Background: an optimization exercise with open tools, aiming at small area and a short achievable clock period. Do not read the settings as production practice.
The RTL was checked by simulation tests, not by an equivalence proof against the original design.
Power is estimated from default activity; no workload was simulated.

Design core_top, start of the top module:
module core_top #(
    parameter HART_ID       = 0,
    parameter XLEN          = 32,
    parameter BPU_ENTRY_NUM = 32
)
(
    input                 clk_i,
    input                 rst_i,
    input                 stall_i,
    input  [XLEN-1 : 0]   init_pc_addr_i,
    input  [XLEN-1 : 0]   code_i,
    input                 code_ready_i,
    output [XLEN-1 : 0]   code_addr_o,
    output                code_req_o,
    input  [XLEN-1 : 0]   data_i,
    input                 data_ready_i,
    output [XLEN-1 : 0]   data_o,
    output [XLEN-1 : 0]   data_addr_o,
    output                data_rw_o,       
    output [XLEN/8-1 : 0] data_byte_enable_o,
    output                data_req_o,
    output                data_is_amo_o,
    output [ 4: 0]        data_amo_type_o,
    output                cache_flush_o,
    input                 ext_irq_i,
    input                 tmr_irq_i,
    input                 sft_irq_i
);
wire [XLEN-1 : 0] fet_instr2dec, fet_pc2dec;
wire              fet_branch_hit, fet_branch_decision;
wire              fet_valid2dec;
wire              fet_rs_match;
wire              fet_xcpt_valid2dec;
wire [ 3 : 0]     fet_xcpt_cause2dec;
wire [XLEN-1 : 0] fet_xcpt_tval2dec;
wire [XLEN-1 : 0] dec_pc;
wire [ 4 : 0]     dec_rs1_addr, dec_rs2_addr, dec_rd_addr, dec_csr_imm;
wire              dec_we, dec_re;
wire              dec_is_branch, dec_is_jal, dec_is_jalr;
wire              dec_branch_hit, dec_branch_decision;
wire              dec_illegal_instr;
wire              dec_xcpt_valid;
wire [ 4 : 0]     dec_rs1_addr2fwd, dec_rs2_addr2fwd;
wire [XLEN-1 : 0] dec_rs1_data2fwd, dec_rs2_data2fwd;
wire [11: 0]      dec_csr_addr2fwd;
wire [XLEN-1 : 0] dec_csr_data2fwd;
wire [11 : 0]     dec_csr_addr2csr;
wire              dec_is_csr_instr;
wire [XLEN-1 : 0] dec_imm2exe;
wire [ 1 : 0]     dec_inA_sel2exe, dec_inB_sel2exe, dec_dsize_sel2exe;
wire [ 2 : 0]     dec_regfile_sel2exe, dec_operation_sel2exe;
wire              dec_regfile_we2exe, dec_signex_sel2exe;
wire              dec_alu_muldiv_sel2exe, dec_shift_sel2exe;
wire              dec_is_fencei2exe;
wire              dec_is_amo2exe;
wire [ 4 : 0]     dec_amo_type2exe;
wire              dec_fetch_valid2exe;
wire              dec_sys_jump2exe;
wire [ 1 : 0]     dec_sys_jump_csr_addr2exe;
wire              dec_xcpt_valid2exe;
wire [ 3 : 0]     dec_xcpt_cause2exe;
  ...
Size in the first run: about 21000 cells after synthesis, ~4400 flip-flops, roughly 210 I/O pins.
Settings: LEC_CHECK=0, CAP_MARGIN=20, CORE_MARGIN=2, CORE_UTILIZATION=40, SLEW_MARGIN=20; clock period 16.0 ns.
standard.sh (not shown) runs the stock make flow with config.mk's settings and CLKGATE_MAP_FILE= SYNTH_SCRIPT=/design/flow/synth_recipe.tcl, a recipe that flattens the netlist after the stock synthesis.
==> flow/flow/run.sh <==
#!/bin/bash
# Standard ORFS layout (the standard.sh, with the standard synthesis
# unchanged), with repair_timing asked to leave a larger setup margin
# (fixing the worst 5% of endpoints, without gate cloning), larger clock-tree
# sink clusters without dummy loads, denser placement, and buf_4 port buffers.
set -o pipefail
bash standard.sh SETUP_SLACK_MARGIN=11.5 TNS_END_PERCENT=5 SKIP_GATE_CLONING=1 PLACE_DENSITY=0.7 \
    "CTS_ARGS=-sink_clustering_enable -repair_clock_nets -sink_clustering_size 24 -sink_clustering_max_diameter 80 -dont_use_dummy_load" \
    "BUFFER_PORTS_ARGS=-buffer_cell sky130_fd_sc_hd__buf_4" \
    finish > standard_finish.log 2>&1
The baseline passed the timing, design-rule and antenna checks.
Change:
--- a/flow/flow/run.sh
+++ b/flow/flow/run.sh
@@ -5,5 +5,5 @@
 # sink clusters without dummy loads, denser placement, and buf_4 port buffers.
 set -o pipefail
-bash standard.sh SETUP_SLACK_MARGIN=11.5 TNS_END_PERCENT=5 SKIP_GATE_CLONING=1 PLACE_DENSITY=0.7 \
+bash standard.sh SETUP_SLACK_MARGIN=11 TNS_END_PERCENT=5 SKIP_GATE_CLONING=1 PLACE_DENSITY=0.75 \
     "CTS_ARGS=-sink_clustering_enable -repair_clock_nets -sink_clustering_size 24 -sink_clustering_max_diameter 80 -dont_use_dummy_load" \
     "BUFFER_PORTS_ARGS=-buffer_cell sky130_fd_sc_hd__buf_4" \
Outcome:
- The new run completed without violations
- via count shrinks by 1.0%
- clock power decreases by about 2%
- worst setup slack gets worse by 130 ps
- non-clock buffer count falls by 235
- utilization is lower by 0.94 points
- wire length is lower by 4.4%
- critical path depth rises by 1
- maximum frequency came out lower by 2.3%
- clock skew shrinks by 42 ps
- sequential cell count is unchanged
Change:
--- a/flow/flow/run.sh
+++ b/flow/flow/run.sh
@@ -5,5 +5,5 @@
 # sink clusters without dummy loads, denser placement, and buf_4 port buffers.
 set -o pipefail
-bash standard.sh SETUP_SLACK_MARGIN=11 TNS_END_PERCENT=5 SKIP_GATE_CLONING=1 PLACE_DENSITY=0.75 \
+bash standard.sh SETUP_SLACK_MARGIN=10.7 TNS_END_PERCENT=5 SKIP_GATE_CLONING=1 PLACE_DENSITY=0.7 \
     "CTS_ARGS=-sink_clustering_enable -repair_clock_nets -sink_clustering_size 24 -sink_clustering_max_diameter 80 -dont_use_dummy_load" \
     "BUFFER_PORTS_ARGS=-buffer_cell sky130_fd_sc_hd__buf_4" \
Design area came out lower by 1.5%; utilization fell by 0.70 points; area after synthesis is unchanged; wire length climbs by 1.3%; fmax climbs by 1.5%; worst hold slack gets worse by 69 ps; setup slack gets better by 87 ps.

[re-timing with driven ports]
No port has a modelled driver above. Below, the same layouts with a new extraction and two added sets of constraints. Step 1, drivers: a clkbuf_16 drives clk_i and a buf_2 each remaining input, both assumed. Step 2, shift: input delay + t, output delay - t, t = (earliest + latest rising clock arrival at the registers) / 2. This alone moves slack from input paths to output paths. Slacks: ideal ports / drivers / drivers and shift; pairs: ideal ports / drivers.
| run | shift t [ns] | setup WS [ns] | hold slack, ns | clock arrival spread, ns |
|---|---|---|---|---|
| the first run | 1.120 | 10.374 / 10.415 / 9.296 | 0.364 / 0.364 / 0.364 | 0.330 / 0.330 |
| the second run | 1.157 | 10.244 / 10.323 / 9.165 | 0.436 / 0.436 / 0.436 | 0.258 / 0.257 |
| the third run | 1.105 | 10.330 / 10.305 / 9.291 | 0.367 / 0.367 / 0.367 | 0.331 / 0.331 |
In the first run and the third run the clock reaches the registers at very different times; t lies between them, and the last value is a rough guide only. The setup slack of the second run, which loses most, moves by +0.079 ns with the drivers and by -1.079 ns with both steps.
